This is an optimization exercise on Yosys and OpenROAD, whose aim is small area, not a production implementation. The RTL was checked by simulation tests, not by an equivalence proof against the original design. Power is estimated from default activity; no workload was simulated.

==> flow/design.v <==
module VGA(
	input CLOCK_50,
	input rst,
	input [11:0] TRI_P1X,
	input [11:0] TRI_P1Y,
	input [11:0] TRI_P2X,
	input [11:0] TRI_P2Y,
	input [11:0] TRI_P3X,
	input [11:0] TRI_P3Y,
	output [3:0] VGA_R,
	output [3:0] VGA_G,
	output [3:0] VGA_B,
	output [3:0] LEDG,
	output VGA_HS,
	output VGA_VS
);
function automatic [11:0] add12(input [11:0] x, input [11:0] y, input ci);
	integer i; reg c;
	begin
		c = ci;
		for (i = 0; i < 12; i = i + 1) begin
			add12[i] = x[i] ^ y[i] ^ c;
			c = (x[i] & y[i]) | (c & (x[i] ^ y[i]));
		end
	end
endfunction
function automatic [13:0] add14(input [13:0] x, input [13:0] y, input ci);
	integer i; reg c;
	begin
		c = ci;
		for (i = 0; i < 14; i = i + 1) begin
			add14[i] = x[i] ^ y[i] ^ c;
			c = (x[i] & y[i]) | (c & (x[i] ^ y[i]));
		end
	end
endfunction
function automatic ge11(input [10:0] x, input [10:0] yn);
	integer i; reg c;
	begin
		c = 1'b1;
		for (i = 0; i < 11; i = i + 1)
			c = (x[i] & yn[i]) | (x[i] & c) | (yn[i] & c);
		ge11 = c;
	end
endfunction
function automatic [10:0] inc11(input [10:0] x);
	integer i; reg c;
	begin
		c = 1'b1;
		for (i = 0; i < 11; i = i + 1) begin
			inc11[i] = x[i] ^ c;
			c = c & x[i];
		end
	end
endfunction
reg [10:0] hx;
reg [9:0]  vy;
wire h_end = (hx == 11'd1300);
wire v_end = (vy == 10'd490);
wire frame_end = h_end & v_end;
wire [10:0] vy1 = inc11({1'b0, vy});
always @(posedge CLOCK_50) begin
	if (rst) begin
		hx <= 11'h6e3;           
		vy <= 10'h3dd;           
	end else if (h_end) begin
		hx <= 11'h6e3;
		vy <= v_end ? 10'h3dd : vy1[9:0];
	end else
		hx <= inc11(hx);
end
assign LEDG = 4'b1111;
assign VGA_HS = ~((hx > 11'd1300) & (hx < 11'd1953));
assign VGA_VS = ~((vy > 10'd490) & (vy < 10'd991));
wire visible = (hx != 11'd0) & (hx < 11'd1220) & (vy != 10'd0) & (vy < 10'd480);
wire [9:0] C0, C1, C2, C3, C4, C5;
wire win  = (hx[10:8] == 3'b111);           
wire [2:0] job  = hx[7:5];
wire [4:0] step = hx[4:0];
wire busy = win & (job[1:0] != 2'd0) & (step < 5'd23);
wire rot  = win & (((step == 5'd31) & (job[1:0] != 2'd3)) |
                   ((step == 5'd10) & (job[1:0] != 2'd0)));
wire ld  = rst | frame_end;
wire [9:0] mld = {10{ld}};
wire [9:0] mrt = {10{~ld & rot}};
wire [9:0] mhd = {10{~ld & ~rot}};
reg [9:0] C0n, C1n, C2n, C3n, C4n, C5n;
always @(posedge CLOCK_50) begin
	C0n <= ~((mld & TRI_P1Y[9:0]) | (mrt & C1) | (mhd & C0));
	C1n <= ~((mld & TRI_P2X[9:0]) | (mrt & C2) | (mhd & C1));
	C2n <= ~((mld & TRI_P2Y[9:0]) | (mrt & C3) | (mhd & C2));
	C3n <= ~((mld & TRI_P3X[9:0]) | (mrt & C4) | (mhd & C3));
	C4n <= ~((mld & TRI_P3Y[9:0]) | (mrt & C5) | (mhd & C4));
	C5n <= ~((mld & TRI_P1X[9:0]) | (mrt & C0) | (mhd & C5));
end
assign C0 = ~C0n; assign C1 = ~C1n; assign C2 = ~C2n;
assign C3 = ~C3n; assign C4 = ~C4n; assign C5 = ~C5n;
wire [11:0] df_w = add12({2'b0, C2}, ~{2'b0, C0}, 1'b1);
wire [10:0] df = df_w[10:0];        
wire nap  = df[10];                 
wire negA = ~nap;                   
reg [22:12] Zh;
reg [11:0]  Zl;
wire [22:0] Z = {Zh, Zl};
reg s;
wire mul = (step < 5'd11);
wire yk  = vy[step[3:0]] & ~step[3] | vy[{2'b10, step[1:0]}] & step[3] & ~step[1];
wire bk  = C3[step[3:0]] & ~step[3] | C3[{2'b10, step[1:0]}] & step[3] & ~step[1];
wire [11:0] U = Z[22:11];
wire sub = ~(U[11] ^ nap);                
wire inv = mul ? bk : sub;                
wire en  = ~mul | (yk ^ bk);
wire [11:0] A = (step == 5'd0) ? 12'd0 : U;
wire [11:0] S = add12(A, ({df[10], df} ^ {12{inv}}) & {12{en}}, inv & en);
wire q = ~S[11];
wire first = (step == 5'd11);
always @(posedge CLOCK_50) begin
	if (mul)
		Zh <= {S[11], S[11:2]};
	else
		Zh <= S[10:0];
	if (busy) begin
		if (mul)
			Zl <= {S[1:0], Z[10:1]};
		else
			Zl <= {Z[10:0], q};
	end
	if (first & busy)
		s <= Z[22];
end
wire [11:0] F = Z[11:0];
wire o = F[11] ^ s;
wire [13:0] Tsum = add14({4'd0, C1}, {{2{F[11]}}, F} ^ {14{~negA}}, 1'b1);
wire [10:0] Tc = o ? {11{s ^ negA}} :
                 Tsum[13] ? 11'd0 : ((Tsum[12:11] != 2'd0) ? 11'd2047 : Tsum[10:0]);
wire wr = win & (step == 5'd23);
reg [10:0] T1, T2;       
reg inv1, inv2;
always @(posedge CLOCK_50) begin
	if (wr & (job == 3'd1)) begin T1 <= ~Tc; inv1 <= negA; end
	if (wr & (job == 3'd2)) begin T2 <= ~Tc; inv2 <= negA; end
end
wire [10:0] T0 = ~Tc;
wire inv0 = negA;
wire sin0 = ge11(hx, T0) ^ inv0;
wire sin1 = ge11(hx, T1) ^ inv1;
wire sin2 = ge11(hx, T2) ^ inv2;
wire intri = (sin0 == sin1) & (sin1 == sin2);
assign VGA_R = {4{visible}};
assign VGA_G = {4{visible & ~intri}};
assign VGA_B = {4{visible & ~intri}};
endmodule
==> flow/config.mk <==
export PLATFORM = sky130hd
export DESIGN_NAME = VGA
export DESIGN_NICKNAME = VGA
export VERILOG_FILES = /design/flow/design.v
export SDC_FILE = /design/flow/constraint.sdc
export NUM_CORES = 4
export LEC_CHECK = 0
export CAP_MARGIN = 20
export CORE_MARGIN = 2
export CORE_UTILIZATION = 40
export SLEW_MARGIN = 20
==> flow/constraint.sdc <==
create_clock -name core_clock -period 20.0 [get_ports {CLOCK_50}]
set_input_delay 4.0000 -clock core_clock [delete_from_list [all_inputs] [get_ports {CLOCK_50}]]
set_output_delay 4.0000 -clock core_clock [all_outputs]
set_load 0.01 [all_outputs]
standard.sh (not shown) runs the stock make flow with config.mk's settings and CLKGATE_MAP_FILE= SYNTH_SCRIPT=/design/flow/synth_recipe.tcl, a recipe that flattens the netlist after the stock synthesis.
==> flow/flow/run.sh <==
#!/bin/bash
# Standard ORFS layout (the standard.sh), with two changes:
#  - port buffers use the smallest buffer cell (buf_1) instead of clkdlybuf4s50_1
#  - clock tree built from small clock buffers, without dummy loads
set -euo pipefail
export BUFFER_PORTS_ARGS="-buffer_cell sky130_fd_sc_hd__buf_1"
export CTS_ARGS="-repair_clock_nets -dont_use_dummy_load -sink_clustering_enable -sink_clustering_size 20 -sink_clustering_max_diameter 200 -sink_clustering_levels 1 -buf_list {sky130_fd_sc_hd__clkbuf_8}"
bash standard.sh > standard.log 2>&1
Then changed:
==> flow/flow/run.sh (replaced) <==
#!/bin/bash
# Standard ORFS layout (the standard.sh), with two changes:
#  - port buffers use the smallest buffer cell (buf_1) instead of clkdlybuf4s50_1
#  - clock tree built from small clock buffers in large sink clusters, without dummy loads
set -euo pipefail
export BUFFER_PORTS_ARGS="-buffer_cell sky130_fd_sc_hd__buf_1"
export CTS_ARGS="-sink_clustering_enable -repair_clock_nets -dont_use_dummy_load -sink_clustering_size 30 -sink_clustering_max_diameter 80 -buf_list {sky130_fd_sc_hd__clkbuf_4 sky130_fd_sc_hd__clkbuf_8}"
bash standard.sh > standard.log 2>&1
Outcome:
- fmax stays the same
- wire length is unchanged
- core utilization stays the same
- sequential power is about the same
- power is unchanged
- via count does not change
Then changed:
==> flow/flow/run.sh (replaced) <==
#!/bin/bash
# Standard ORFS layout (the standard.sh), with two changes:
#  - port buffers use the smallest buffer cell (buf_1) instead of clkdlybuf4s50_1
#  - clock tree built from small clock buffers, without dummy loads
set -euo pipefail
export BUFFER_PORTS_ARGS="-buffer_cell sky130_fd_sc_hd__buf_1"
export CTS_ARGS="-repair_clock_nets -dont_use_dummy_load -buf_list {sky130_fd_sc_hd__clkbuf_8}"
bash standard.sh > standard.log 2>&1
- The new run ran to the end with no violations
- non-clock buffer count is unchanged
- power is unchanged
- worst setup slack does not change

## afterwards: timing with drivers on the ports
The flow's constraints put no driver on any port. The routed layouts listed below were extracted and timed again, unchanged, in two steps. Step 1, drivers: a clkbuf_16 drives CLOCK_50 and a buf_2 each remaining input, both assumed. Step 2 times the ports against the registers' clock, not the clock port: input delays grow and output delays shrink by t, the midpoint of the rising clock arrivals with the driver on. a / b / c = no drivers / after step 1 / after step 2; a / b = the first two.
run | t (ns) | setup slack, ns | worst hold slack (ns) | latest minus earliest clock arrival (ns)
the first run | 0.479 | 4.750 / 4.712 / 5.191 | 0.510 / 0.510 / 0.510 | 0.028 / 0.028
the second run | 0.479 | 4.750 / 4.712 / 5.191 | 0.510 / 0.510 / 0.510 | 0.028 / 0.028
the third run | 0.479 | 4.750 / 4.712 / 5.191 | 0.510 / 0.510 / 0.510 | 0.028 / 0.028
After both steps every run listed still meets setup and hold.
